Context: an optimization exercise on an open-source flow, tuned for small area and a short achievable clock period. The choices shown serve that exercise and are no tape-out recipe.
In this exercise RTL edits were held to simulation tests only and were not proved equivalent to the original.

## flow/design.v (module list and top-level ports; edited modules follow where they fit)
// module mul64_multi: 1461 lines
// module fa: 4 lines
// module ha: 4 lines
// module bdig: 5 lines
// module ctlnext: 14 lines
// module pgc: 4 lines
// module xr2: 3 lines
// module opi: 4 lines
// module opig: 3 lines
// module opn: 4 lines
// module opng: 3 lines
module mul64_multi(input clk, input [63:0] A, B, output reg [127:0] Y, output done);
  // ...
==> flow/flow/run.sh <==
#!/bin/bash
set -euo pipefail
K=(SETUP_SLACK_MARGIN=6.8 "BUFFER_PORTS_ARGS=-buffer_cell sky130_fd_sc_hd__buf_1")
bash standard.sh "${K[@]}" synth > flow_synth.log 2>&1
N=orfs/results/sky130hd/mul64_multi/base/1_2_yosys.v
sed -i -E 's/sky130_fd_sc_hd__(a21oi|o21ai|o22ai|a22oi|mux2|xnor2|xor2|nor4|nand4|and2b|and2)_[2-8] /sky130_fd_sc_hd__\1_1 /g' $N
bash standard.sh "${K[@]}" finish > flow_make.log 2>&1
==> flow/standard.sh <==
#!/bin/bash
# synth_recipe.tcl (not shown) runs the flow's synth.tcl, then flattens the netlist and writes it again
# the make line also repeats each setting of config.mk as NAME=value (left out here)
make -C /OpenROAD-flow-scripts/flow DESIGN_CONFIG=/design/flow/config.mk WORK_HOME=/design/flow/orfs CLKGATE_MAP_FILE= SYNTH_SCRIPT=/design/flow/synth_recipe.tcl "${@:-finish}"
==> flow/config.mk <==
export PLATFORM = sky130hd
export DESIGN_NAME = mul64_multi
export DESIGN_NICKNAME = mul64_multi
export VERILOG_FILES = /design/flow/design.v
export SDC_FILE = /design/flow/constraint.sdc
export NUM_CORES = 4
export LEC_CHECK = 0
export CAP_MARGIN = 20
export CORE_MARGIN = 2
export CORE_UTILIZATION = 70
export SLEW_MARGIN = 20
export SYNTH_HIERARCHICAL = 1
==> flow/constraint.sdc <==
create_clock -name core_clock -period 12.0 [get_ports {clk}]
set_input_delay 2.4000 -clock core_clock [delete_from_list [all_inputs] [get_ports {clk}]]
set_output_delay 2.4000 -clock core_clock [all_outputs]
set_load 0.01 [all_outputs]
==> run summary, run 1 <==
status finished clean; Hold Buf Count CTS 0; Worst path depth 18; gr ovfl total 0; syn avg cell area 10.2 um^2; max-slew violations 0; sequential share of cell area 18.9%; fraction of area in multi-input gates 68.0%; Largest delay share family, worst path adder cells; RSZ-0062 raised after global routing yes; hold_ws 0.445 ns; seq_cells 287; Via density 7.71; clock slew at reported path FFs 0.06 ns; layout cell share with drive strength beyond 1 14.0%; Synthesis Warnings 8; highest metal used met5; final worst slack 6.61 ns; Startpoint Class flop; Slew @ Worst Pin 1.11 ns; fmax 0.186 GHz; cts repair resizes 173; ANT cells 8; inverters 52; worst path bufs/invs 1; WL per Instance 35.0 um; Mapped Cells 3,341; Die H 224 um; Signal buffers 381; dpl cells 3,933; CP arrival 5.74 ns; clock network share of area 3.02%; 1st-pass router iterations 11; Detail Placement HPWL 85,900 um; Post-Route M1 WL 44,100 um; most frequent cells in the layout xnor2_1 (666), a22oi_1 (500), fa_1 (432)
==> run 2, diff against run 1 <==
--- a/flow/design.v
+++ b/flow/design.v
@@ -1387,73 +1387,95 @@
 wire q636; opng uq636(.gn1(q600), .pn1(q601), .gn0(q537), .g(q636));
 wire q637; opng uq637(.gn1(q602), .pn1(q603), .gn0(q538), .g(q637));
 wire q638; opng uq638(.gn1(q604), .pn1(q605), .gn0(q540), .g(q638));
 wire q639; opng uq639(.gn1(q606), .pn1(q607), .gn0(q541), .g(q639));
 wire q640; opng uq640(.gn1(q608), .pn1(q609), .gn0(q594), .g(q640));
 wire q641; opng uq641(.gn1(q610), .pn1(q611), .gn0(q596), .g(q641));
 wire q642; opng uq642(.gn1(q612), .pn1(q613), .gn0(q397), .g(q642));
 wire q643; opng uq643(.gn1(q614), .pn1(q615), .gn0(q471), .g(q643));
-wire q644; opng uq644(.gn1(q4), .pn1(q5), .gn0(q471), .g(q644));
-wire q645; opng uq645(.gn1(q10), .pn1(q11), .gn0(q397), .g(q645));
-wire q646; opng uq646(.gn1(q16), .pn1(q17), .gn0(q596), .g(q646));
-wire q647; opng uq647(.gn1(q22), .pn1(q23), .gn0(q594), .g(q647));
-wire q648; opng uq648(.gn1(q28), .pn1(q29), .gn0(q541), .g(q648));
-wire q649; opng uq649(.gn1(q34), .pn1(q35), .gn0(q540), .g(q649));
-wire q650; opng uq650(.gn1(q40), .pn1(q41), .gn0(q538), .g(q650));
-wire q651; opng uq651(.gn1(q46), .pn1(q47), .gn0(q537), .g(q651));
-wire q652 = ~q599;
-wire q653; opng uq653(.gn1(q52), .pn1(q53), .gn0(q652), .g(q653));
-wire q654 = ~q598;
-wire q655; opng uq655(.gn1(q58), .pn1(q59), .gn0(q654), .g(q655));
-wire q656 = ~q597;
-wire q657; opng uq657(.gn1(q64), .pn1(q65), .gn0(q656), .g(q657));
-wire q658 = ~q595;
-wire q659; opng uq659(.gn1(q70), .pn1(q71), .gn0(q658), .g(q659));
-wire q660 = ~q593;
-wire q661; opng uq661(.gn1(q76), .pn1(q77), .gn0(q660), .g(q661));
-wire q662 = ~q592;
-wire q663; opng uq663(.gn1(q82), .pn1(q83), .gn0(q662), .g(q663));
-wire q664 = ~q591;
-wire q665; opng uq665(.gn1(q88), .pn1(q89), .gn0(q664), .g(q665));
-wire q666 = ~q590;
-wire q667; opng uq667(.gn1(q94), .pn1(q95), .gn0(q666), .g(q667));
-wire q668; opng uq668(.gn1(q100), .pn1(q101), .gn0(q635), .g(q668));
-wire q669; opng uq669(.gn1(q106), .pn1(q107), .gn0(q634), .g(q669));
-wire q670; opng uq670(.gn1(q112), .pn1(q113), .gn0(q633), .g(q670));
-wire q671; opng uq671(.gn1(q118), .pn1(q119), .gn0(q632), .g(q671));
-wire q672; opng uq672(.gn1(q124), .pn1(q125), .gn0(q631), .g(q672));
-wire q673; opng uq673(.gn1(q130), .pn1(q131), .gn0(q629), .g(q673));
-wire q674; opng uq674(.gn1(q136), .pn1(q137), .gn0(q627), .g(q674));
-wire q675; opng uq675(.gn1(q142), .pn1(q143), .gn0(q625), .g(q675));
-wire q676; opng uq676(.gn1(q148), .pn1(q149), .gn0(q623), .g(q676));
-wire q677; opng uq677(.gn1(q154), .pn1(q155), .gn0(q622), .g(q677));
-wire q678; opng uq678(.gn1(q160), .pn1(q161), .gn0(q621), .g(q678));
-wire q679; opng uq679(.gn1(q166), .pn1(q167), .gn0(q620), .g(q679));
-wire q680; opng uq680(.gn1(q172), .pn1(q173), .gn0(q619), .g(q680));
-wire q681; opng uq681(.gn1(q178), .pn1(q179), .gn0(q618), .g(q681));
-wire q682; opng uq682(.gn1(q184), .pn1(q185), .gn0(q617), .g(q682));
-wire q683; opng uq683(.gn1(q190), .pn1(q191), .gn0(q616), .g(q683));
-wire q684 = ~q643;
-wire q685; opng uq685(.gn1(q196), .pn1(q197), .gn0(q684), .g(q685));
-wire q686 = ~q642;
-wire q687; opng uq687(.gn1(q202), .pn1(q203), .gn0(q686), .g(q687));
-wire q688 = ~q641;
-wire q689; opng uq689(.gn1(q208), .pn1(q209), .gn0(q688), .g(q689));
-wire q690 = ~q640;
-wire q691; opng uq691(.gn1(q214), .pn1(q215), .gn0(q690), .g(q691));
-wire q692 = ~q639;
-wire q693; opng uq693(.gn1(q220), .pn1(q221), .gn0(q692), .g(q693));
-wire q694 = ~q638;
-wire q695; opng uq695(.gn1(q226), .pn1(q227), .gn0(q694), .g(q695));
-wire q696 = ~q637;
-wire q697; opng uq697(.gn1(q232), .pn1(q233), .gn0(q696), .g(q697));
-wire q698 = ~q636;
-wire q699; opng uq699(.gn1(q238), .pn1(q239), .gn0(q698), .g(q699));
-wire [79:0] T = {(q240 ^ q636), (q237 ^ q697), (q234 ^ q637), (q231 ^ q695), (q228 ^ q638), (q225 ^ q693), (q222 ^ q639), (q219 ^ q691), (q216 ^ q640), (q213 ^ q689), (q210 ^ q641), (q207 ^ q687), (q204 ^ q642), (q201 ^ q685), (q198 ^ q643), (q195 ^ q683), ~(q192 ^ q616), (q189 ^ q682), ~(q186 ^ q617), (q183 ^ q681), ~(q180 ^ q618), (q177 ^ q680), ~(q174 ^ q619), (q171 ^ q679), ~(q168 ^ q620), (q165 ^ q678), ~(q162 ^ q621), (q159 ^ q677), ~(q156 ^ q622), (q153 ^ q676), ~(q150 ^ q623), (q147 ^ q675), ~(q144 ^ q625), (q141 ^ q674), ~(q138 ^ q627), (q135 ^ q673), ~(q132 ^ q629), (q129 ^ q672), ~(q126 ^ q631), (q123 ^ q671), ~(q120 ^ q632), (q117 ^ q670), ~(q114 ^ q633), (q111 ^ q669), ~(q108 ^ q634), (q105 ^ q668), ~(q102 ^ q635), (q99 ^ q667), (q96 ^ q590), (q93 ^ q665), (q90 ^ q591), (q87 ^ q663), (q84 ^ q592), (q81 ^ q661), (q78 ^ q593), (q75 ^ q659), (q72 ^ q595), (q69 ^ q657), (q66 ^ q597), (q63 ^ q655), (q60 ^ q598), (q57 ^ q653), (q54 ^ q599), (q51 ^ q651), ~(q48 ^ q537), (q45 ^ q650), ~(q42 ^ q538), (q39 ^ q649), ~(q36 ^ q540), (q33 ^ q648), ~(q30 ^ q541), (q27 ^ q647), (q24 ^ q470), (q21 ^ q646), (q18 ^ q472), (q15 ^ q645), ~(q12 ^ q397), (q9 ^ q644), (q6 ^ q242), (q3 ^ neg[0])};
+wire q644 = ~q4;
+wire q645 = ~q5;
+wire q646; opig uq646(.g1(q644), .p1(q645), .g0(q242), .gn(q646));
+wire q647; opng uq647(.gn1(q10), .pn1(q11), .gn0(q397), .g(q647));
+wire q648 = ~q16;
+wire q649 = ~q17;
+wire q650; opig uq650(.g1(q648), .p1(q649), .g0(q472), .gn(q650));
+wire q651 = ~q22;
+wire q652 = ~q23;
+wire q653; opig uq653(.g1(q651), .p1(q652), .g0(q470), .gn(q653));
+wire q654; opng uq654(.gn1(q28), .pn1(q29), .gn0(q541), .g(q654));
+wire q655; opng uq655(.gn1(q34), .pn1(q35), .gn0(q540), .g(q655));
+wire q656; opng uq656(.gn1(q40), .pn1(q41), .gn0(q538), .g(q656));
+wire q657; opng uq657(.gn1(q46), .pn1(q47), .gn0(q537), .g(q657));
+wire q658 = ~q52;
+wire q659 = ~q53;
+wire q660; opig uq660(.g1(q658), .p1(q659), .g0(q599), .gn(q660));
+wire q661 = ~q58;
+wire q662 = ~q59;
+wire q663; opig uq663(.g1(q661), .p1(q662), .g0(q598), .gn(q663));
+wire q664 = ~q64;
+wire q665 = ~q65;
+wire q666; opig uq666(.g1(q664), .p1(q665), .g0(q597), .gn(q666));
+wire q667 = ~q70;
+wire q668 = ~q71;
+wire q669; opig uq669(.g1(q667), .p1(q668), .g0(q595), .gn(q669));
+wire q670 = ~q76;
+wire q671 = ~q77;
+wire q672; opig uq672(.g1(q670), .p1(q671), .g0(q593), .gn(q672));
+wire q673 = ~q82;
+wire q674 = ~q83;
+wire q675; opig uq675(.g1(q673), .p1(q674), .g0(q592), .gn(q675));
+wire q676 = ~q88;
+wire q677 = ~q89;
+wire q678; opig uq678(.g1(q676), .p1(q677), .g0(q591), .gn(q678));
+wire q679 = ~q94;
+wire q680 = ~q95;
+wire q681; opig uq681(.g1(q679), .p1(q680), .g0(q590), .gn(q681));
+wire q682; opng uq682(.gn1(q100), .pn1(q101), .gn0(q635), .g(q682));
+wire q683; opng uq683(.gn1(q106), .pn1(q107), .gn0(q634), .g(q683));
+wire q684; opng uq684(.gn1(q112), .pn1(q113), .gn0(q633), .g(q684));
+wire q685; opng uq685(.gn1(q118), .pn1(q119), .gn0(q632), .g(q685));
+wire q686; opng uq686(.gn1(q124), .pn1(q125), .gn0(q631), .g(q686));
+wire q687; opng uq687(.gn1(q130), .pn1(q131), .gn0(q629), .g(q687));
+wire q688; opng uq688(.gn1(q136), .pn1(q137), .gn0(q627), .g(q688));
+wire q689; opng uq689(.gn1(q142), .pn1(q143), .gn0(q625), .g(q689));
+wire q690; opng uq690(.gn1(q148), .pn1(q149), .gn0(q623), .g(q690));
+wire q691; opng uq691(.gn1(q154), .pn1(q155), .gn0(q622), .g(q691));
+wire q692; opng uq692(.gn1(q160), .pn1(q161), .gn0(q621), .g(q692));
+wire q693; opng uq693(.gn1(q166), .pn1(q167), .gn0(q620), .g(q693));
+wire q694; opng uq694(.gn1(q172), .pn1(q173), .gn0(q619), .g(q694));
+wire q695; opng uq695(.gn1(q178), .pn1(q179), .gn0(q618), .g(q695));
+wire q696; opng uq696(.gn1(q184), .pn1(q185), .gn0(q617), .g(q696));
+wire q697; opng uq697(.gn1(q190), .pn1(q191), .gn0(q616), .g(q697));
+wire q698 = ~q196;
+wire q699 = ~q197;
+wire q700; opig uq700(.g1(q698), .p1(q699), .g0(q643), .gn(q700));
+wire q701 = ~q202;
+wire q702 = ~q203;
+wire q703; opig uq703(.g1(q701), .p1(q702), .g0(q642), .gn(q703));
+wire q704 = ~q208;
+wire q705 = ~q209;
+wire q706; opig uq706(.g1(q704), .p1(q705), .g0(q641), .gn(q706));
+wire q707 = ~q214;
+wire q708 = ~q215;
+wire q709; opig uq709(.g1(q707), .p1(q708), .g0(q640), .gn(q709));
+wire q710 = ~q220;
+wire q711 = ~q221;
+wire q712; opig uq712(.g1(q710), .p1(q711), .g0(q639), .gn(q712));
+wire q713 = ~q226;
+wire q714 = ~q227;
+wire q715; opig uq715(.g1(q713), .p1(q714), .g0(q638), .gn(q715));
+wire q716 = ~q232;
+wire q717 = ~q233;
+wire q718; opig uq718(.g1(q716), .p1(q717), .g0(q637), .gn(q718));
+wire q719 = ~q238;
+wire q720 = ~q239;
+wire q721; opig uq721(.g1(q719), .p1(q720), .g0(q636), .gn(q721));
+wire [79:0] T = {(q240 ^ q636), ~(q237 ^ q718), (q234 ^ q637), ~(q231 ^ q715), (q228 ^ q638), ~(q225 ^ q712), (q222 ^ q639), ~(q219 ^ q709), (q216 ^ q640), ~(q213 ^ q706), (q210 ^ q641), ~(q207 ^ q703), (q204 ^ q642), ~(q201 ^ q700), (q198 ^ q643), (q195 ^ q697), ~(q192 ^ q616), (q189 ^ q696), ~(q186 ^ q617), (q183 ^ q695), ~(q180 ^ q618), (q177 ^ q694), ~(q174 ^ q619), (q171 ^ q693), ~(q168 ^ q620), (q165 ^ q692), ~(q162 ^ q621), (q159 ^ q691), ~(q156 ^ q622), (q153 ^ q690), ~(q150 ^ q623), (q147 ^ q689), ~(q144 ^ q625), (q141 ^ q688), ~(q138 ^ q627), (q135 ^ q687), ~(q132 ^ q629), (q129 ^ q686), ~(q126 ^ q631), (q123 ^ q685), ~(q120 ^ q632), (q117 ^ q684), ~(q114 ^ q633), (q111 ^ q683), ~(q108 ^ q634), (q105 ^ q682), ~(q102 ^ q635), ~(q99 ^ q681), (q96 ^ q590), ~(q93 ^ q678), (q90 ^ q591), ~(q87 ^ q675), (q84 ^ q592), ~(q81 ^ q672), (q78 ^ q593), ~(q75 ^ q669), (q72 ^ q595), ~(q69 ^ q666), (q66 ^ q597), ~(q63 ^ q663), (q60 ^ q598), ~(q57 ^ q660), (q54 ^ q599), (q51 ^ q657), ~(q48 ^ q537), (q45 ^ q656), ~(q42 ^ q538), (q39 ^ q655), ~(q36 ^ q540), (q33 ^ q654), ~(q30 ^ q541), ~(q27 ^ q653), (q24 ^ q470), ~(q21 ^ q650), (q18 ^ q472), (q15 ^ q647), ~(q12 ^ q397), ~(q9 ^ q646), (q6 ^ q242), (q3 ^ neg[0])};
 always @(posedge clk) begin
 	if (|st[3:0]) begin
 		Y[127:65] <= T[78:16];
 		Htop      <= T[79];
 		Y[64:49]  <= T[15:0];
 		Y[48:1]   <= Y[64:17];
 	end
 	if (st[0])
==> run 2 against run 1 <==
- first-iteration DRC count up 0.37%
- critical path depth unchanged
- critical path type unchanged
- clock-buffer cell count grew 9
- largest cell class unchanged
- synthesized area rose by 0.23%
- still clean
==> run summary, run 2 <==
status finished clean (unchanged); area growth from synthesis to layout 13.9% (was 13.3%); layout cell share with drive strength beyond 1 15.3% (was 14.0%); hold path depth 0 (unchanged); commonest non-fill, non-tap cell in the layout xnor2_1 (unchanged); largest net degree at the start of global routing 129 (was 67); Largest regs Y: 128 flops, A_r: 64 flops, B_r: 64 flops (unchanged); Hold Buf Count CTS 0 (unchanged); CP arrival 5.71 ns (was 5.74 ns); total track usage 52.6% (was 52.7%); Via density 7.62 (was 7.71); port buffer count 257 (unchanged); Hold Vio Cnt, Final 0 (unchanged); Ports 258 (unchanged); CP Data Required Time 12.35 ns (was 12.36 ns); critical-path maximum fanout 10 (was 18); Finished Core Util 81.0% (was 80.5%); max reg flops 128 (unchanged); clock latency (worst-skew pair) 0.61 ns (was 0.62 ns); WL per Instance 33.6 um (was 35.0 um); CTS Sinks 287 (unchanged); Setup crit end kind flop (unchanged); Worst Skew 0.0534 ns (was 0.0405 ns); TNS Setup 0 ns (unchanged); first-pass GRT wire length 195,000 um (was 194,000 um); Final setup viols 0 (unchanged); Final ANT Viol Nets 0 (unchanged); Initial DRC Count 5,433 (was 5,413); via count of the first global-routing pass 31,279 (was 30,780); Worst Hold Class reg2reg (unchanged); vias post-DR 31,198 (was 31,533); DRC 0 (unchanged); synthesized area 0.0341 mm^2 (was 0.0340 mm^2); fmax 0.186 GHz (about the same); gpl congestion 1.03 (about the same); 1st-pass router iterations 10 (was 11); Layout Nets 4,104 (unchanged); max-slew violations 0 (unchanged); Clock Tree Buf Depth 3 (unchanged); Synthesis Warnings 8 (unchanged); worst reg-to-reg path cell count 18 (unchanged); RSZ-0062 raised after global routing yes (unchanged); gr ovfl total 0 (unchanged); max capacitance violation total 0 (unchanged); clock slew at reported path FFs 0.06 ns (about the same); DP Worst Slack 5.80 ns (was 5.77 ns); Slew @ Worst Pin 1.29 ns (was 1.11 ns); Top reg by flops Y (unchanged); Worst Hold End Y[27] (was Y[18]); Die H 225 um (was 224 um); clk root buf clkbuf_16 (unchanged); syn avg cell area 10.1 um^2 (was 10.2 um^2); CTS tree done (unchanged); Core Box Area 0.0478 mm^2 (unchanged); # H-tree levels 2 (unchanged); cell row count 80 (unchanged); Die W 225 um (was 224 um); final worst slack 6.64 ns (was 6.61 ns); R2R Setup Slk 6.64 ns (was 6.61 ns); die area 0.0504 mm^2 (was 0.0503 mm^2); WS Path Type reg2reg (unchanged); starting density of the core 71.2% (was 71.0%); number of fillers in the final layout 2,856 (was 2,990); Worst Hold Launch Y[43] (was Y[34]); Worst R2R Start ctl0[1] (was A_r[45]); Detail Placement HPWL 85,300 um (was 85,900 um); Slew headroom 13.1% (was 25.8%); final worst path period need 5.36 ns (was 5.39 ns); worst r2r dst Y[123] (was Y[121]); hold_ws 0.445 ns (about the same); final WL 138,000 um (was 143,000 um); crit share post-route 44.7% (was 44.9%); Startpoint Class flop (unchanged); most frequent cells in the layout xnor2_1 (674), a22oi_1 (494), fa_1 (428) (was xnor2_1 (666), a22oi_1 (500), fa_1 (432)); number of antenna violations at the first check in global routing 9 (was 10); Mapped Cells 3,362 (was 3,341); number of buffers created by CTS 36 (was 35)
[run 2: stage by stage]
stage,area [um^2],instances
after floorplan,34100,3370
after CTS,37200,4044
final,38800,4092
after detailed placement,34600,3949
after global placement,34600,3949
after global routing,38800,4084
[run 2: layer usage]
metal,track usage (%),wire length (um),vias up
li1,-,-,11761
met1,62.6,44200,14983
met2,75.6,57100,3372
met3,23.2,23000,1078
met4,38.9,13200,4
met5,0,146,-
[run 2: layout make-up]
| type | count | area [um^2] | area share, % |
|---|---|---|---|
| clock buffer | 52 | 1020 | 2.63 |
| tap | 615 | 769 | 1.98 |
| timing repair buffer | 359 | 2610 | 6.73 |
| clock inverter | 14 | 251 | 0.649 |
| inverter | 73 | 282 | 0.726 |
| sequential | 287 | 7210 | 18.6 |
| multi-input combinational | 2683 | 26600 | 68.6 |
| antenna | 9 | 22.5 | 0.0581 |
[run 2: critical path, stage by stage, from the launching register on]
cell and delay (ns):
dfxtp_4 0.56, clkbuf_16 0.28, a22oi_1 0.12, xnor2_1 0.22
ha_1 0.31, fa_1 0.46, fa_1 0.41, fa_1 0.47
fa_1 0.57, nor2_2 0.07, nor2_2 0.22, nand2_2 0.15
nor2_2 0.18, nand2_1 0.16, nor2_2 0.19, nand2_1 0.11
o21ai_4 0.29, a21oi_1 0.15, xnor2_1 0.16
[run 2: what timing repair did]
| action | in CTS | in global routing |
|---|---|---|
| setup buffers | 23 | 32 |
| gates cloned | 6 | 7 |
| resized for setup | 238 | 284 |
| pin swaps | 4 | 43 |
| endpoints found under the setup margin | 70 | 80 |
[run 2: worst max-delay path by stage]
stage	startpoint	to	slack, ns
after global placement	ctl0[16]	Y[105]	5.85
after global routing	ctl0[1]	Y[123]	6.59
final	ctl0[1]	Y[123]	6.64
after floorplan	st[0]	Htop	6.19
after detailed placement	ctl0[16]	Y[105]	5.80
after CTS	ctl0[8]	Y[99]	6.74
==> run 3, diff against run 2 <==
==> flow/flow/run.sh (replaced) <==
#!/bin/bash
set -euo pipefail
K=(SETUP_SLACK_MARGIN=7.0 "BUFFER_PORTS_ARGS=-buffer_cell sky130_fd_sc_hd__buf_1")
bash standard.sh "${K[@]}" synth > flow_synth.log 2>&1
N=orfs/results/sky130hd/mul64_multi/base/1_2_yosys.v
sed -i -E 's/sky130_fd_sc_hd__(a21oi|o21ai|o22ai|a22oi|mux2|xnor2|xor2|nor4|nand4|and2b|and2)_[2-8] /sky130_fd_sc_hd__\1_1 /g' $N
bash standard.sh "${K[@]}" finish > flow_make.log 2>&1
--- a/flow/config.mk
+++ b/flow/config.mk
@@ -7,6 +7,6 @@
 export LEC_CHECK = 0
 export CAP_MARGIN = 20
 export CORE_MARGIN = 2
-export CORE_UTILIZATION = 70
+export CORE_UTILIZATION = 65
 export SLEW_MARGIN = 20
 export SYNTH_HIERARCHICAL = 1
==> run 3 against run 2 <==
- clock skew down 0.017 ns
- cell count up 2.3%
- synthesized cell count did not move
- via count is essentially flat
- critical endpoint unchanged
- clock-buffer cell count increased by 2
- sequential cell count unchanged
- global-route usage about the same
- critical path depth is 1 higher
==> run summary, run 3 <==
Clock Tree Buf Depth 3 (unchanged); Largest delay share family, worst path adder cells (unchanged); cell row count 83 (was 80); number of antenna violations at the first check in global routing 9 (unchanged); synthesized area 0.0341 mm^2 (unchanged); # H-tree levels 2 (unchanged); Final setup viols 0 (unchanged); max-slew violations 0 (unchanged); Startpoint Class flop (unchanged); first-pass GRT wire length 205,000 um (was 195,000 um); Hold Buf Count CTS 0 (unchanged); commonest non-fill, non-tap cell in the layout xnor2_1 (unchanged); Post-Layout Inst Area 0.0399 mm^2 (was 0.0388 mm^2); CP max stage delay 0.62 ns (was 0.57 ns); Slew headroom 7.31% (was 13.1%); CP max stage cell fa_2 (was fa_1); Worst Skew 0.0360 ns (was 0.0534 ns); layout cell share with drive strength beyond 1 19.0% (was 15.3%); Die W 233 um (was 225 um); final worst slack 6.72 ns (was 6.64 ns); status finished clean (unchanged); Core Box Area 0.0515 mm^2 (was 0.0478 mm^2); Detail Placement HPWL 88,000 um (was 85,300 um); hold_ws 0.444 ns (was 0.445 ns); CTS tree done (unchanged); final WL 147,000 um (was 138,000 um); DP Worst Slack 5.71 ns (was 5.80 ns); fmax 0.190 GHz (was 0.186 GHz); Final ANT Viol Nets 0 (unchanged); DRC 0 (unchanged); Synthesis Warnings 8 (unchanged); Largest regs Y: 128 flops, A_r: 64 flops, B_r: 64 flops (unchanged); largest net degree at the start of global routing 72 (was 129); Setup crit end kind flop (unchanged); Top reg by flops Y (unchanged); number of buffers created by CTS 36 (unchanged); crit share post-route 44.0% (was 44.7%); total track usage 52.6% (about the same); critical-path maximum fanout 9 (was 10); port buffer count 257 (unchanged); starting density of the core 66.1% (was 71.2%); Slew @ Worst Pin 1.39 ns (was 1.29 ns); CP arrival 5.61 ns (was 5.71 ns); Mapped Cells 3,362 (unchanged); clock latency (worst-skew pair) 0.60 ns (was 0.61 ns); gpl congestion 1.04 (was 1.03); die area 0.0542 mm^2 (was 0.0504 mm^2); gr ovfl total 0 (unchanged); Die H 233 um (was 225 um); worst path bufs/invs 2 (was 1); area growth from synthesis to layout 17.2% (was 13.9%); Initial DRC Count 5,067 (was 5,433); Post-DP Area 0.0347 mm^2 (was 0.0346 mm^2); max capacitance violation total 0 (unchanged); Layout Nets 4,136 (was 4,104); final worst path period need 5.28 ns (was 5.36 ns); Hold Vio Cnt, Final 0 (unchanged); CP Data Required Time 12.34 ns (was 12.35 ns); clk root buf clkbuf_16 (unchanged); WL per Instance 35.0 um (was 33.6 um); most frequent CP cell fa_1; Ports 258 (unchanged); RSZ-0062 raised after global routing yes (unchanged); Via density 7.46 (was 7.62); max reg flops 128 (unchanged); 1st-pass router iterations 7 (was 10); vias post-DR 31,216 (was 31,198); clock slew at reported path FFs 0.06 ns (about the same); TNS Setup 0 ns (unchanged); most frequent cells in the layout xnor2_1 (675), a22oi_1 (475), fa_1 (407) (was xnor2_1 (674), a22oi_1 (494), fa_1 (428)); Worst Hold Class reg2reg (unchanged); WS Path Type reg2reg (unchanged); syn avg cell area 10.1 um^2 (unchanged); via count of the first global-routing pass 31,161 (was 31,279); CTS Sinks 287 (unchanged); crit path cell chain buf_12 > clkbuf_16 > a22oi_2 > xnor2_1 > ha_1 > fa_1 > fa_1 > fa_1 > fa_2 > nor2_1 > nor2_2 > nand2_2 > nor2_4 > nand2_2 > nor2_4 > nand2_1 > o21ai_4 > a21oi_2 > xnor2_1 (was clkbuf_16 > a22oi_1 > xnor2_1 > ha_1 > fa_1 > fa_1 > fa_1 > fa_1 > nor2_2 > nor2_2 > nand2_2 > nor2_2 > nand2_1 > nor2_2 > nand2_1 > o21ai_4 > a21oi_1 > xnor2_1)
## run 3: final timing paths
check / start / end / slack (ns) / cells after the start
worst max-delay path: ctl0[1] / Y[123] / 6.72 / 19
worst min register to register: Y[52] / Y[36] / 0.44 / 0
worst max register to register: ctl0[1] / Y[123] / 6.72 / 19
worst min-delay path: Y[52] / Y[36] / 0.44 / 0
## run 3: repair_timing
action,CTS,global route
setup endpoints to repair,96,89
setup buffers,54,25
resized for setup,349,363
pin swaps,19,61
gates cloned,14,5
## run 3: per-stage QoR
stage	std cells	utilization [%]
6_report	4186	77.5
5_1_grt	4183	77.5
4_1_cts	4150	74.0
3_5_place_dp	4016	67.3
3_3_place_gp	4016	67.3
2_1_floorplan	3370	-
## run 3: per-layer routing
layer | up-vias | wire length [um] | track usage, %
li1 | 11835 | - | -
met1 | 15173 | 46800 | 62.0
met2 | 3208 | 59800 | 74.8
met3 | 998 | 24200 | 22.0
met4 | 2 | 15800 | 43.3
met5 | - | 13 | 0
## run 3: area by class of cell
class	instances	area, um^2
multi-input combinational	2683	27300
fill	3411	11600
sequential	287	7250
timing repair buffer	391	3040
clock buffer	54	1040
tap	680	851
inverter	73	282
clock inverter	12	130
antenna	6	15.0
==> run 4, diff against run 3 <==
==> flow/flow/run.sh (replaced) <==
#!/bin/bash
set -euo pipefail
K=(SETUP_SLACK_MARGIN=6.4 "BUFFER_PORTS_ARGS=-buffer_cell sky130_fd_sc_hd__buf_1")
bash standard.sh "${K[@]}" synth > flow_synth.log 2>&1
N=orfs/results/sky130hd/mul64_multi/base/1_2_yosys.v
sed -i -E 's/sky130_fd_sc_hd__(a21oi|o21ai|o22ai|a22oi|mux2|xnor2|xor2|nor4|nand4|and2b|and2)_[2-8] /sky130_fd_sc_hd__\1_1 /g' $N
bash standard.sh "${K[@]}" finish > flow_make.log 2>&1
==> run 4 against run 3 <==
- sequential share of layout area rose by 1.3 points
- register-to-register slack got worse by 0.36 ns
- die area is the same
- largest cell class unchanged
- setup slack got worse by 0.36 ns
- routed wire length shrank 9.1%
- still clean on timing, DRC and antenna
- clock-buffer cell count did not move
- via count down 4.7%
- global-route usage fell by 4.3 points
- worst hold slack barely moved
- fmax decreased by 6.4%
==> run summary, run 4 <==
area taken by multi-input logic gates 0.0254 mm^2 (was 0.0273 mm^2); crit share post-route 47.0% (was 44.0%); DRC 0 (unchanged); gr ovfl total 0 (unchanged); final WL 133,000 um (was 147,000 um); max-slew violations 0 (unchanged); Clock Tree Buf Depth 3 (unchanged); most frequent cells in the layout xnor2_1 (686), a22oi_1 (504), fa_1 (448) (was xnor2_1 (675), a22oi_1 (475), fa_1 (407)); Worst Skew 0.0360 ns (about the same); Detail Placement HPWL 88,000 um (unchanged); RSZ-0062 raised after global routing yes (unchanged); worst r2r dst Y[113] (was Y[123]); register area 0.00719 mm^2 (was 0.00725 mm^2); most frequent CP cell fa_1 (unchanged); Top reg by flops Y (unchanged); Finished Core Util 71.8% (was 77.5%); TNS Setup 0 ns (unchanged); commonest non-fill, non-tap cell in the layout xnor2_1 (unchanged); critical-path maximum fanout 64 (was 9); total track usage 48.3% (was 52.6%); 1st-pass router iterations 8 (was 7); Core Box Area 0.0515 mm^2 (unchanged); Via density 7.20 (was 7.46); Ports 258 (unchanged); starting density of the core 66.1% (unchanged); WS Path Type reg2reg (unchanged); CTS tree done (unchanged); area growth from synthesis to layout 8.59% (was 17.2%); Final setup viols 0 (unchanged); CP arrival 5.99 ns (was 5.61 ns); Slew @ Worst Pin 1.21 ns (was 1.39 ns); Startpoint Class flop (unchanged); final worst slack 6.36 ns (was 6.72 ns); CP max stage cell fa_1 (was fa_2); status finished clean (unchanged); syn avg cell area 10.1 um^2 (unchanged); Mapped Cells 3,362 (unchanged); Die H 233 um (unchanged); Die W 233 um (unchanged); Hold Vio Cnt, Final 0 (unchanged); Post-Layout Inst Area 0.0370 mm^2 (was 0.0399 mm^2); Worst Hold Launch Y[52] (unchanged); fmax 0.177 GHz (was 0.190 GHz); via count of the first global-routing pass 30,261 (was 31,161); vias post-DR 29,763 (was 31,216); CP Data Required Time 12.35 ns (was 12.34 ns); max capacitance violation total 0 (unchanged); final worst path period need 5.64 ns (was 5.28 ns); worst reg-to-reg path cell count 16 (was 19); dpl cells 4,016 (unchanged); gpl congestion 1.04 (unchanged); clock latency (worst-skew pair) 0.60 ns (about the same); Worst path depth 16 (was 19); WL per Instance 32.2 um (was 35.0 um); Worst setup startpoint ctl0[6] (was ctl0[1]); die area 0.0542 mm^2 (unchanged); worst path bufs/invs 1 (was 2); R2R Setup Slk 6.36 ns (was 6.72 ns); synthesized area 0.0341 mm^2 (unchanged); CP max stage delay 0.59 ns (was 0.62 ns); DP Worst Slack 5.71 ns (unchanged); Synthesis Warnings 8 (unchanged); crit path cell chain buf_8 > a22oi_1 > xnor2_1 > fa_1 > fa_1 > fa_1 > fa_1 > nor2_1 > nor2_1 > nand2_1 > nor2_2 > nand2_1 > o21ai_4 > a21oi_1 > o21ai_1 > xor2_1 (was buf_12 > clkbuf_16 > a22oi_2 > xnor2_1 > ha_1 > fa_1 > fa_1 > fa_1 > fa_2 > nor2_1 > nor2_2 > nand2_2 > nor2_4 > nand2_2 > nor2_4 > nand2_1 > o21ai_4 > a21oi_2 > xnor2_1); # H-tree levels 2 (unchanged); CTS Sinks 287 (unchanged); Worst Hold End Y[36] (unchanged); clk root buf clkbuf_16 (unchanged); number of fillers in the final layout 3,887 (was 3,411); number of buffers created by CTS 36 (unchanged); max reg flops 128 (unchanged); port buffer count 257 (unchanged); Largest delay share family, worst path adder cells (unchanged); Post-DP Area 0.0347 mm^2 (unchanged); largest net degree at the start of global routing 72 (unchanged); layout cell share with drive strength beyond 1 7.35% (was 19.0%); Worst R2R Start ctl0[6] (was ctl0[1]); hold_ws 0.444 ns (about the same); Final ANT Viol Nets 0 (unchanged); Setup crit end kind flop (unchanged); Initial DRC Count 4,420 (was 5,067); Post-Layout Cell Count 4,136 (was 4,186); Layout Nets 4,090 (was 4,136); clock slew at reported path FFs 0.06 ns (about the same); Worst Hold Class reg2reg (unchanged); number of antenna violations at the first check in global routing 4 (was 9); cell row count 83 (unchanged); Largest regs Y: 128 flops, A_r: 64 flops, B_r: 64 flops (unchanged); first-pass GRT wire length 192,000 um (was 205,000 um); Slew headroom 19.7% (was 7.31%); hold path depth 0 (unchanged)
## run 4: worst max path at each step
stage | end | slack (ns)
after floorplan | Htop | 6.19
after global placement | Y[113] | 5.70
after detailed placement | Y[113] | 5.71
after CTS | Y[113] | 6.32
after global routing | Y[113] | 6.34
final | Y[113] | 6.36
## run 4: final cells by class
cell class | count | area share [%]
antenna | 2 | 0.0135
clock buffer | 54 | 2.81
clock inverter | 12 | 0.352
inverter | 73 | 0.778
multi-input combinational | 2683 | 68.6
sequential | 287 | 19.4
tap | 680 | 2.30
timing repair buffer | 345 | 5.65
## run 4: what timing repair did
action / 4_1_cts / 5_1_grt
setup endpoints to repair: 58 / 43
resized for setup: 85 / 91
setup buffers: 9 / 43
cloned: 0 / 0
pin swaps: 0 / 2
hold buffers: 0 / 0
## run 4: routing by layer
metal	track usage (%)	vias to the layer above	share of wire (%)
met5	0	-	0.021
met4	33.5	4	8.7
met3	16.8	737	15
met2	71.4	2833	43
met1	59.4	14471	34
li1	-	11718	-
==> run 5, diff against run 4 <==
==> flow/flow/run.sh (replaced) <==
#!/bin/bash
set -euo pipefail
K=(SETUP_SLACK_MARGIN=6.0 "BUFFER_PORTS_ARGS=-buffer_cell sky130_fd_sc_hd__buf_1")
bash standard.sh "${K[@]}" synth > flow_synth.log 2>&1
N=orfs/results/sky130hd/mul64_multi/base/1_2_yosys.v
sed -i -E 's/sky130_fd_sc_hd__(a21oi|o21ai|o22ai|a22oi|mux2|xnor2|xor2|nor4|nand4|and2b|and2)_[2-8] /sky130_fd_sc_hd__\1_1 /g' $N
bash standard.sh "${K[@]}" finish > flow_make.log 2>&1
==> run 5 against run 4 <==
- synthesized area unchanged
- register-to-register slack got worse by 0.35 ns
- sequential cell count unchanged
- setup slack got worse by 0.35 ns
- synthesized cell count unchanged
- final area decreased by 2.1%
- via count decreased by 2.3%
- clock skew increased by 0.010 ns
- utilization decreased by 1.5 points
- fmax decreased by 5.9%
- die area unchanged
- largest cell class unchanged
==> run summary, run 5 <==
area growth from synthesis to layout 6.33% (was 8.59%); DRC 0 (unchanged); number of fillers in the final layout 3,946 (was 3,887); Startpoint Class flop (unchanged); Layout Nets 4,043 (was 4,090); Mapped Cells 3,362 (unchanged); Setup crit end kind flop (unchanged); ANT cells 0 (was 2); Worst Skew 0.0462 ns (was 0.0360 ns); max reg flops 128 (unchanged); Post-Layout Inst Area 0.0362 mm^2 (was 0.0370 mm^2); via count of the first global-routing pass 29,938 (was 30,261); syn avg cell area 10.1 um^2 (unchanged); Hold Vio Cnt, Final 0 (unchanged); Detail Placement HPWL 89,400 um (was 88,000 um); clock latency (worst-skew pair) 0.59 ns (was 0.60 ns); area taken by multi-input logic gates 0.0253 mm^2 (was 0.0254 mm^2); starting density of the core 66.1% (unchanged); hold path depth 0 (unchanged); CTS Sinks 287 (unchanged); Initial DRC Count 4,232 (was 4,420); Top reg by flops Y (unchanged); critical-path maximum fanout 38 (was 64); vias post-DR 29,081 (was 29,763); final WL 128,000 um (was 133,000 um); Clock Tree Buf Depth 3 (unchanged); Die W 233 um (unchanged); Slew @ Worst Pin 1.17 ns (was 1.21 ns); TNS Setup 0 ns (unchanged); cell row count 83 (unchanged); register area 0.00714 mm^2 (was 0.00719 mm^2); total track usage 47.1% (was 48.3%); fmax 0.167 GHz (was 0.177 GHz); die area 0.0542 mm^2 (unchanged); Final ANT Viol Nets 0 (unchanged); 1st-pass router iterations 9 (was 8); commonest non-fill, non-tap cell in the layout xnor2_1 (unchanged); Core Box Area 0.0515 mm^2 (unchanged); clk root buf clkbuf_16 (unchanged); CTS tree done (unchanged); CP Data Required Time 12.33 ns (was 12.35 ns); Die H 233 um (unchanged); worst reg-to-reg path cell count 17 (was 16); crit share post-route 49.9% (was 47.0%); layout cell share with drive strength beyond 1 4.67% (was 7.35%); number of antenna violations at the first check in global routing 1 (was 4); RSZ-0062 raised after global routing yes (unchanged); Post-DP Area 0.0347 mm^2 (about the same); Via density 7.12 (was 7.20); max-slew violations 0 (unchanged); port buffer count 257 (unchanged); largest net degree at the start of global routing 67 (was 72); WS Path Type reg2reg (unchanged); first-pass GRT wire length 188,000 um (was 192,000 um); most frequent cells in the layout xnor2_1 (687), a22oi_1 (504), fa_1 (448) (was xnor2_1 (686), a22oi_1 (504), fa_1 (448)); Slew headroom 21.1% (was 19.7%); status finished clean (unchanged); Final setup viols 0 (unchanged); gpl congestion 1.02 (was 1.04); Worst Hold Class reg2reg (unchanged); final worst path period need 5.99 ns (was 5.64 ns); Synthesis Warnings 8 (unchanged); max capacitance violation total 0 (unchanged); clock slew at reported path FFs 0.06 ns (about the same); gr ovfl total 0 (unchanged); Largest regs Y: 128 flops, A_r: 64 flops, B_r: 64 flops (unchanged); number of buffers created by CTS 35 (was 36); CP arrival 6.32 ns (was 5.99 ns); Hold Buf Count CTS 0 (unchanged); synthesized area 0.0341 mm^2 (unchanged); Ports 258 (unchanged); # H-tree levels 2 (unchanged); WL per Instance 31.4 um (was 32.2 um)
[run 5: cell count changes in the layout (fill, tap and decap cells not counted), sizes merged]
cell,delta
clkinv,+2
clkinvlp,+2
buf,-46
bufinv,+4
clkbuf,-11
diode,-2
inv,+1
[run 5: path summary, 6_finish.rpt]
| check | from | end | slack (ns) |
|---|---|---|---|
| worst max register to register | ctl0[13] | Y[121] | 6.01 |
| worst max-delay path | ctl0[13] | Y[121] | 6.01 |
| worst min register to register | Y[47] | Y[31] | 0.45 |
| worst min-delay path | Y[47] | Y[31] | 0.45 |
[run 5: repair_timing]
item | in CTS | in global routing
setup buffers | 1 | 2
setup endpoints to repair | 22 | 27
resized for setup | 29 | 50
[run 5: through the flow]
| stage | utilization (%) | hold WS (ns) | cells | setup WS, ns |
|---|---|---|---|---|
| 6_report | 70.3 | 0.447 | 4086 | 6.01 |
| 5_1_grt | 70.3 | 0.457 | 4086 | 5.88 |
| 4_1_cts | 70.0 | 0.445 | 4084 | 6.00 |
| 3_5_place_dp | 67.3 | 0.432 | 4019 | 5.72 |
| 3_3_place_gp | 67.3 | 0.428 | 4019 | 5.72 |
| 2_1_floorplan | - | 0.424 | 3370 | 6.07 |
[run 5: layout make-up]
| class | instances | area share (%) |
|---|---|---|
| repair buffers | 299 | 3.96 |
| flip-flops and latches | 287 | 19.7 |
| multi-input cells | 2683 | 69.8 |
| clock inverters | 21 | 0.826 |
| inverters | 73 | 0.764 |
| clock buffers | 43 | 2.61 |
| well taps | 680 | 2.35 |
[run 5: routing by layer]
metal / vias to the layer above / global-route usage [%] / part of all wire, %
met5: - / 0.643 / 0
met4: 0 / 33.6 / 8.0
met3: 642 / 15.2 / 15
met2: 2688 / 69.1 / 43
met1: 14142 / 58.6 / 35
li1: 11609 / - / -
[run 5: critical path: stages (launching register included)]
cell	delay, ns
dfxtp_4	0.73
buf_6	0.48
a22oi_1	0.16
xnor2_1	0.20
fa_1	0.49
fa_1	0.55
fa_1	0.44
fa_1	0.63
nor2_1	0.10
nor2_1	0.33
nand2_1	0.15
nor2_1	0.32
nand2_1	0.17
nor2_1	0.19
nand2_1	0.10
o21ai_2	0.36
a21oi_1	0.14
xnor2_1	0.16
==> run 6, diff against run 5 <==
==> flow/flow/run.sh (replaced) <==
#!/bin/bash
set -euo pipefail
K=(SETUP_SLACK_MARGIN=5.6 "BUFFER_PORTS_ARGS=-buffer_cell sky130_fd_sc_hd__buf_1")
bash standard.sh "${K[@]}" synth > flow_synth.log 2>&1
N=orfs/results/sky130hd/mul64_multi/base/1_2_yosys.v
sed -i -E 's/sky130_fd_sc_hd__(a21oi|o21ai|o22ai|a22oi|mux2|xnor2|xor2|nor4|nand4|and2b|and2)_[2-8] /sky130_fd_sc_hd__\1_1 /g' $N
bash standard.sh "${K[@]}" finish > flow_make.log 2>&1
==> run 6 against run 5 <==
- largest cell class unchanged
- highest routed layer is now met5
- global-route usage fell by 0.39 points
- sequential cell count did not move
- final area fell by 0.75%
- cell count rose by 0.15%
==> run summary, run 6 <==
max-slew violations 0 (unchanged); Post-DP Area 0.0347 mm^2 (about the same); gr ovfl total 0 (unchanged); syn avg cell area 10.1 um^2 (unchanged); clk root buf clkbuf_16 (unchanged); Initial DRC Count 4,505 (was 4,232); clock latency (worst-skew pair) 0.60 ns (was 0.59 ns); die area 0.0542 mm^2 (unchanged); register area 0.00710 mm^2 (was 0.00714 mm^2); critical-path maximum fanout 35 (was 38); CTS Sinks 287 (unchanged); Worst setup startpoint ctl0[24] (was ctl0[13]); Final setup viols 0 (unchanged); CP Data Required Time 12.34 ns (was 12.33 ns); Ports 258 (unchanged); fmax 0.157 GHz (was 0.167 GHz); crit share post-route 53.1% (was 49.9%); layout cell share with drive strength beyond 1 3.75% (was 4.67%); Synthesis Warnings 8 (unchanged); vias post-DR 29,001 (was 29,081); Worst R2R Start ctl0[24] (was ctl0[13]); RSZ-0062 raised after global routing yes (unchanged); 1st-pass router iterations 9 (unchanged); Worst Hold Class reg2reg (unchanged); Die H 233 um (unchanged); TNS Setup 0 ns (unchanged); Post-Layout Inst Area 0.0359 mm^2 (was 0.0362 mm^2); cell row count 83 (unchanged); Setup crit end kind flop (unchanged); number of fillers in the final layout 3,949 (was 3,946); Core Box Area 0.0515 mm^2 (unchanged); port buffer count 257 (unchanged); Largest regs Y: 128 flops, A_r: 64 flops, B_r: 64 flops (unchanged); R2R Setup Slk 5.63 ns (was 6.01 ns); Worst Setup EP Y[105] (was Y[121]); Slew @ Worst Pin 1.14 ns (was 1.17 ns); CTS tree done (unchanged); CP arrival 6.71 ns (was 6.32 ns); max capacitance violation total 0 (unchanged); synthesized area 0.0341 mm^2 (unchanged); Worst Skew 0.0487 ns (was 0.0462 ns); most frequent cells in the layout xnor2_1 (687), a22oi_1 (504), fa_1 (448) (unchanged); Layout Nets 4,048 (was 4,043); gpl congestion 1.04 (was 1.02); Mapped Cells 3,362 (unchanged); final worst path period need 6.37 ns (was 5.99 ns); worst r2r dst Y[105] (was Y[121]); Via density 7.09 (was 7.12); Startpoint Class flop (unchanged); Clock Tree Buf Depth 3 (unchanged); Slew headroom 23.5% (was 21.1%); DRC 0 (unchanged); Hold Vio Cnt, Final 0 (unchanged); largest net degree at the start of global routing 67 (unchanged); number of buffers created by CTS 35 (unchanged); area taken by multi-input logic gates 0.0252 mm^2 (was 0.0253 mm^2); status finished clean (unchanged); WS Path Type reg2reg (unchanged); commonest non-fill, non-tap cell in the layout xnor2_1 (unchanged); Final ANT Viol Nets 0 (unchanged); worst reg-to-reg path cell count 15 (was 17); final WL 126,000 um (was 128,000 um); clock slew at reported path FFs 0.07 ns (was 0.06 ns); starting density of the core 66.1% (unchanged); # H-tree levels 2 (unchanged); Detail Placement HPWL 88,600 um (was 89,400 um); Hold Buf Count CTS 0 (unchanged); WL per Instance 30.8 um (was 31.4 um); Die W 233 um (unchanged); number of antenna violations at the first check in global routing 1 (unchanged); first-pass GRT wire length 187,000 um (was 188,000 um); Top reg by flops Y (unchanged); via count of the first global-routing pass 29,633 (was 29,938); max reg flops 128 (unchanged); total track usage 46.7% (was 47.1%); area growth from synthesis to layout 5.54% (was 6.33%)
-- run 6: cell count changes in the layout (fill, tap and decap cells not counted), sizes merged --
cell and change:
buf +6, diode +1, bufinv -3, clkinvlp +1, clkinv +1
-- run 6: worst min-delay path by stage --
stage          start    end  cells after the start
3_5_place_dp   Y[25]   Y[9]                      0
3_3_place_gp   Y[25]   Y[9]                      0
2_1_floorplan  st[3]  st[4]                      2
4_1_cts        Y[35]  Y[19]                      0
6_report       Y[35]  Y[19]                      0
5_1_grt        Y[42]  Y[26]                      0
-- run 6: through the flow --
stage	hold WS (ns)	util [%]	setup slack, ns	cells
after global routing	0.457	69.8	5.60	4092
after detailed placement	0.435	67.5	5.76	4027
final	0.447	69.8	5.63	4092
after CTS	0.447	69.7	5.72	4091
after global placement	0.428	67.5	5.81	4027
after floorplan	0.424	-	5.95	3370
-- run 6: final cells by class --
| class | instances | area share [%] |
|---|---|---|
| Multi-Input combinational cell | 2683 | 70.2 |
| Sequential cell | 287 | 19.8 |
| Timing Repair Buffer | 304 | 3.73 |
| Clock buffer | 44 | 2.62 |
| Tap cell | 680 | 2.37 |
| Inverter | 73 | 0.763 |
| Clock inverter | 20 | 0.588 |
| Antenna cell | 1 | 0.00696 |
-- run 6: layer usage --
layer | up-vias | routed length [um] | track usage (%)
li1 | 11609 | - | -
met1 | 14257 | 44200 | 58.7
met2 | 2575 | 55600 | 70.3
met3 | 558 | 17400 | 14.6
met4 | 2 | 8790 | 28.9
met5 | - | 104 | 1.47
-- run 6: worst max-delay path, stage by stage (launching register included) --
cell and delay (ns):
dfxtp_2 0.84, buf_4 0.59, a22o_1 0.53, fa_1 0.49, fa_1 0.45, fa_1 0.55, fa_1 0.47, nor2_1 0.18
o21ai_1 0.10, a21oi_1 0.21, o21ai_1 0.20, a21oi_1 0.31, o21ai_1 0.29, a21oi_1 0.50, o21ai_1 0.18, xor2_1 0.20
-- run 6: what timing repair did --
action                                  4_1_cts  5_1_grt
endpoints found under the setup margin        0       12
setup buffers                                 0        0
resized for setup                             0       10
==> run 7, diff against run 6 <==
==> flow/flow/run.sh (replaced) <==
#!/bin/bash
set -euo pipefail
K=(SETUP_SLACK_MARGIN=6.6 "BUFFER_PORTS_ARGS=-buffer_cell sky130_fd_sc_hd__buf_1")
bash standard.sh "${K[@]}" synth > flow_synth.log 2>&1
N=orfs/results/sky130hd/mul64_multi/base/1_2_yosys.v
sed -i -E 's/sky130_fd_sc_hd__(a21oi|o21ai|o22ai|a22oi|mux2|xnor2|xor2|nor4|nand4|and2b|and2)_[2-8] /sky130_fd_sc_hd__\1_1 /g' $N
bash standard.sh "${K[@]}" finish > flow_make.log 2>&1
==> run 7 against run 6 <==
- still clean
- worst hold slack worse by 0.0031 ns
- fmax is 17% higher
- synthesized cell count unchanged
- global-route usage grew 2.6 points
- routed wire length up 8.0%
- sequential cell count did not move
==> run summary, run 7 <==
number of antenna violations at the first check in global routing 2 (was 1); WL per Instance 32.9 um (was 30.8 um); commonest non-fill, non-tap cell in the layout xnor2_1 (unchanged); number of buffers created by CTS 36 (was 35); Via density 7.22 (was 7.09); Largest regs Y: 128 flops, A_r: 64 flops, B_r: 64 flops (unchanged); vias post-DR 29,896 (was 29,001); crit path cell chain buf_6 > a22o_1 > fa_1 > fa_1 > fa_1 > fa_1 > nor2_2 > o21ai_1 > a21oi_2 > o21ai_1 > a21oi_2 > o21ai_4 > a21oi_2 > o21ai_1 > xor2_1 (was buf_4 > a22o_1 > fa_1 > fa_1 > fa_1 > fa_1 > nor2_1 > o21ai_1 > a21oi_1 > o21ai_1 > a21oi_1 > o21ai_1 > a21oi_1 > o21ai_1 > xor2_1); Startpoint Class flop (unchanged); Slew headroom 8.94% (was 23.5%); CP arrival 5.78 ns (was 6.71 ns); crit share post-route 45.2% (was 53.1%); Final setup viols 0 (unchanged); layout cell share with drive strength beyond 1 9.25% (was 3.75%); final worst path period need 5.43 ns (was 6.37 ns); Ports 258 (unchanged); Die H 233 um (unchanged); Core Box Area 0.0515 mm^2 (unchanged); die area 0.0542 mm^2 (unchanged); Detail Placement HPWL 88,000 um (was 88,600 um); CTS Sinks 287 (unchanged); max reg flops 128 (unchanged); Synthesis Warnings 8 (unchanged); area growth from synthesis to layout 10.1% (was 5.54%); final WL 136,000 um (was 126,000 um); Hold Vio Cnt, Final 0 (unchanged); Largest delay share family, worst path adder cells (was compound AO/OA/AOI/OAI gates); # H-tree levels 2 (unchanged); critical-path maximum fanout 36 (was 35); WS Path Type reg2reg (unchanged); CTS tree done (unchanged); hold path depth 0 (unchanged); worst reg-to-reg path cell count 15 (unchanged); max capacitance violation total 0 (unchanged); worst r2r dst Y[113] (was Y[105]); Die W 233 um (unchanged); Worst Hold Launch Y[52] (was Y[35]); Setup crit end kind flop (unchanged); via count of the first global-routing pass 30,372 (was 29,633); Mapped Cells 3,362 (unchanged); Initial DRC Count 4,551 (was 4,505); Worst path depth 15 (unchanged); gr ovfl total 0 (unchanged); number of fillers in the final layout 3,811 (was 3,949); TNS Setup 0 ns (unchanged); clock slew at reported path FFs 0.06 ns (was 0.07 ns); first-pass GRT wire length 195,000 um (was 187,000 um); port buffer count 257 (unchanged); most frequent CP cell fa_1; CP Data Required Time 12.36 ns (was 12.34 ns); Slew @ Worst Pin 1.37 ns (was 1.14 ns); most frequent cells in the layout xnor2_1 (684), a22oi_1 (504), fa_1 (446) (was xnor2_1 (687), a22oi_1 (504), fa_1 (448)); synthesized area 0.0341 mm^2 (unchanged); Layout Nets 4,096 (was 4,048); max-slew violations 0 (unchanged); Worst Hold Class reg2reg (unchanged); Top reg by flops Y (unchanged); Worst R2R Start ctl0[24] (unchanged); total track usage 49.3% (was 46.7%); fmax 0.184 GHz (was 0.157 GHz); CP max stage delay 0.65 ns (was 0.84 ns); cell row count 83 (unchanged); Final ANT Viol Nets 0 (unchanged); starting density of the core 66.1% (unchanged); status finished clean (unchanged); syn avg cell area 10.1 um^2 (unchanged); R2R Setup Slk 6.57 ns (was 5.63 ns); Worst Skew 0.0345 ns (was 0.0487 ns); DRC 0 (unchanged); RSZ-0062 raised after global routing yes (unchanged); CP max stage cell dfxtp_4 (was dfxtp_2); largest net degree at the start of global routing 72 (was 67); Worst Hold End Y[36] (was Y[19]); DP Worst Slack 5.71 ns (was 5.76 ns); final worst slack 6.57 ns (was 5.63 ns); gpl congestion 1.04 (about the same); worst path bufs/invs 1 (unchanged); clock latency (worst-skew pair) 0.59 ns (was 0.60 ns); 1st-pass router iterations 8 (was 9); Clock Tree Buf Depth 3 (unchanged); clk root buf clkbuf_16 (unchanged); Worst setup startpoint ctl0[24] (unchanged)
run 7: timing repair:
item,CTS,global route
pin swaps,1,8
hold endpoints to repair,0,0
hold buffers,0,0
gates resized for setup,145,107
cloned,0,4
setup buffers,31,23
setup endpoints to repair,66,49
run 7: area by class of cell:
cell class | instances | area (um^2) | share of cell area [%]
multi-input combinational | 2683 | 25700 | 68.4
sequential | 287 | 7200 | 19.2
timing repair buffer | 351 | 2330 | 6.21
clock buffer | 54 | 1040 | 2.77
tap | 680 | 851 | 2.27
inverter | 73 | 282 | 0.751
clock inverter | 12 | 130 | 0.347
antenna | 2 | 5.00 | 0.0133
run 7: metrics by stage:
stage	cell area, um^2	utilization [%]	cells	hold slack [ns]
2_1_floorplan	34100	-	3370	0.424
3_3_place_gp	34700	67.3	4016	0.427
3_5_place_dp	34700	67.3	4016	0.431
4_1_cts	36700	71.3	4113	0.445
5_1_grt	37500	72.8	4141	0.457
6_report	37500	72.8	4142	0.444
run 7: per-layer routing:
| layer | vias to the layer above | part of all wire (%) | global-route usage (%) |
|---|---|---|---|
| met1 | 14700 | 34 | 60.0 |
| li1 | 11723 | - | - |
| met2 | 2767 | 43 | 72.6 |
| met5 | - | 0.0095 | 0 |
| met3 | 704 | 15 | 18.4 |
| met4 | 2 | 8.3 | 34.2 |
run 7: worst max path at each step:
stage,endpoint,slack [ns]
6_report,Y[113],6.57
5_1_grt,Y[127],6.45
4_1_cts,Y[113],6.53
3_5_place_dp,Y[113],5.71
3_3_place_gp,Y[113],5.70
2_1_floorplan,Htop,6.19
==> run 8, diff against run 7 <==
==> flow/flow/run.sh (replaced) <==
#!/bin/bash
set -euo pipefail
K=(SETUP_SLACK_MARGIN=6.2 "BUFFER_PORTS_ARGS=-buffer_cell sky130_fd_sc_hd__buf_1")
bash standard.sh "${K[@]}" synth > flow_synth.log 2>&1
N=orfs/results/sky130hd/mul64_multi/base/1_2_yosys.v
sed -i -E 's/sky130_fd_sc_hd__(a21oi|o21ai|o22ai|a22oi|mux2|xnor2|xor2|nor4|nand4|and2b|and2)_[2-8] /sky130_fd_sc_hd__\1_1 /g' $N
bash standard.sh "${K[@]}" finish > flow_make.log 2>&1
==> run 8 against run 7 <==
- register-to-register slack worse by 0.34 ns
- clock-buffer cell count unchanged
- final area down 2.2%
- via count down 1.6%
- global-route usage down 1.5 points
- critical path depth unchanged
- largest cell class unchanged
==> run summary, run 8 <==
DP Worst Slack 5.71 ns (unchanged); WS Path Type reg2reg (unchanged); die area 0.0542 mm^2 (unchanged); Slew headroom 24.0% (was 8.94%); gr ovfl total 0 (unchanged); final worst path period need 5.77 ns (was 5.43 ns); Ports 258 (unchanged); crit share post-route 48.1% (was 45.2%); Post-Layout Cell Count 4,117 (was 4,142); commonest non-fill, non-tap cell in the layout xnor2_1 (unchanged); Die W 233 um (unchanged); Synthesis Warnings 8 (unchanged); syn avg cell area 10.1 um^2 (unchanged); port buffer count 257 (unchanged); CP arrival 6.11 ns (was 5.78 ns); final WL 132,000 um (was 136,000 um); area growth from synthesis to layout 7.67% (was 10.1%); Die H 233 um (unchanged); worst r2r dst Y[113] (unchanged); TNS Setup 0 ns (unchanged); Mapped Cells 3,362 (unchanged); RSZ-0062 raised after global routing no (was yes); CP max stage cell dfxtp_2 (was dfxtp_4); Via density 7.14 (was 7.22); cell row count 83 (unchanged); Final ANT Viol Nets 0 (unchanged); fmax 0.173 GHz (was 0.184 GHz); R2R Setup Slk 6.23 ns (was 6.57 ns); clock slew at reported path FFs 0.06 ns (about the same); clk root buf clkbuf_16 (unchanged); number of buffers created by CTS 36 (unchanged); critical-path maximum fanout 18 (was 36); CP max stage delay 0.80 ns (was 0.65 ns); max reg flops 128 (unchanged); max capacitance violation total 0 (unchanged); 1st-pass router iterations 10 (was 8); Largest regs Y: 128 flops, A_r: 64 flops, B_r: 64 flops (unchanged); hold path depth 0 (unchanged); Top reg by flops Y (unchanged); most frequent cells in the layout xnor2_1 (686), a22oi_1 (504), fa_1 (448) (was xnor2_1 (684), a22oi_1 (504), fa_1 (446)); most frequent CP cell fa_1 (unchanged); layout cell share with drive strength beyond 1 6.11% (was 9.25%); Worst Hold Launch Y[52] (unchanged); Hold Vio Cnt, Final 0 (unchanged); vias post-DR 29,403 (was 29,896); Worst Hold End Y[36] (unchanged); WL per Instance 32.2 um (was 32.9 um); starting density of the core 66.1% (unchanged); Worst R2R Start A_r[10] (was ctl0[24]); final worst slack 6.23 ns (was 6.57 ns); Layout Nets 4,071 (was 4,096); Final setup viols 0 (unchanged); largest net degree at the start of global routing 72 (unchanged); gpl congestion 1.04 (unchanged); dpl cells 4,016 (unchanged); Startpoint Class flop (unchanged); Detail Placement HPWL 88,000 um (unchanged); CP Data Required Time 12.35 ns (was 12.36 ns); CTS Sinks 287 (unchanged); synthesized area 0.0341 mm^2 (unchanged); via count of the first global-routing pass 30,088 (was 30,372); Worst Skew 0.0309 ns (was 0.0345 ns); Clock Tree Buf Depth 3 (unchanged); Setup crit end kind flop (unchanged); first-pass GRT wire length 190,000 um (was 195,000 um); CTS tree done (unchanged); status finished clean (unchanged); total track usage 47.8% (was 49.3%); Worst Hold Class reg2reg (unchanged); # H-tree levels 2 (unchanged); worst reg-to-reg path cell count 15 (unchanged); clock latency (worst-skew pair) 0.59 ns (about the same); crit path cell chain a22oi_1 > xnor2_1 > fa_1 > fa_1 > fa_1 > fa_1 > nor2_1 > nor2_1 > nand2_1 > nor2_1 > a21oi_2 > o21ai_2 > a21oi_1 > o21ai_1 > xor2_1 (was buf_6 > a22o_1 > fa_1 > fa_1 > fa_1 > fa_1 > nor2_2 > o21ai_1 > a21oi_2 > o21ai_1 > a21oi_2 > o21ai_4 > a21oi_2 > o21ai_1 > xor2_1); DRC 0 (unchanged); Initial DRC Count 4,306 (was 4,551); max-slew violations 0 (unchanged); number of antenna violations at the first check in global routing 2 (unchanged); Slew @ Worst Pin 1.14 ns (was 1.37 ns); Core Box Area 0.0515 mm^2 (unchanged)
==> run 8: timing repair <==
item	4_1_cts	5_1_grt
resized for setup	45	98
hold buffers	0	0
setup buffers	5	28
endpoints found under the setup margin	43	38
cloned	0	0
==> run 8: how the worst max path moves through the flow <==
stage,from,to,slack [ns],cells past startpoint
3_3_place_gp,ctl0[19],Y[113],5.70,15
4_1_cts,ctl0[0],Y[109],6.20,17
5_1_grt,ctl0[8],Y[101],6.17,17
2_1_floorplan,st[0],Htop,6.19,4
6_report,A_r[10],Y[113],6.23,15
3_5_place_dp,ctl0[19],Y[113],5.71,15
==> run 8: final cells by class <==
class	count	area, um^2
clock buffers	54	1040
inverters	73	288
well taps	680	851
repair buffers	326	1890
diodes	2	5.00
clock inverters	12	130
flip-flops and latches	287	7170
multi-input cells	2683	25300
fillers	3914	14800
==> run 8: critical path: cells and delay by family (launching register included) <==
family | cells | cell delay, ns
adders and majority gates | 4 | 1.99
DFF | 1 | 0.80
xor gates and xnor gates | 2 | 0.75
and+or+nand+nor | 4 | 0.76
AOI/OAI and AO/OA | 5 | 1.21
==> run 8: per-layer routing <==
layer	GRT usage, %	vias to the layer above	wire length (um)
met1	59.4	14399	45100
met5	0	-	0
met2	70.9	2669	56800
met4	32.0	0	10800
met3	16.0	666	19700
li1	-	11669	-
==> run 8: stage by stage <==
stage | utilization (%) | hold WS, ns | area, um^2
after floorplan | - | 0.424 | 34100
after global placement | 67.3 | 0.427 | 34700
after detailed placement | 67.3 | 0.431 | 34700
after CTS | 70.0 | 0.445 | 36100
after global routing | 71.2 | 0.457 | 36700
final | 71.2 | 0.445 | 36700

-- port drivers added, routing unchanged --
How much do the figures lean on ideal ports? The routed layouts below were timed once more, with nothing changed but the port constraints.
Step 1 (the two cells are an assumption about what drives the block):
set clk [get_ports {clk}]
set_driving_cell -lib_cell sky130_fd_sc_hd__clkbuf_16 $clk
set_driving_cell -lib_cell sky130_fd_sc_hd__buf_2 [delete_from_list [all_inputs] $clk]
Step 2, shift: input delay + t, output delay - t, t = (earliest + latest rising clock arrival at the registers) / 2. This alone moves slack from input paths to output paths.
Three values: ideal, step 1, step 2; two values: the first two.
| run | t, ns | setup WS [ns] | worst slew at a driven data input, ns | pins driven straight from the clock port |
|---|---|---|---|---|
| run 1 | 0.663 | 6.613 / 6.613 / 6.230 | 0.07 | 1 |
| run 2 | 0.647 | 6.637 / 6.637 / 6.204 | 0.06 | 1 |
| run 3 | 0.653 | 6.723 / 6.723 / 6.508 | 0.08 | 1 |
| run 4 | 0.645 | 6.363 / 6.363 / 5.846 | 0.07 | 1 |
| run 5 | 0.628 | 6.009 / 6.009 / 6.009 | 0.06 | 1 |
| run 6 | 0.637 | 5.626 / 5.626 / 5.626 | 0.08 | 1 |
| run 7 | 0.642 | 6.573 / 6.573 / 6.063 | 0.08 | 1 |
| run 8 | 0.641 | 6.232 / 6.232 / 5.987 | 0.07 | 1 |
After both steps setup and hold are still met in every run listed. The setup slack of run 4, which loses most, moves by 0.000 ns with the drivers and by -0.517 ns with both steps.
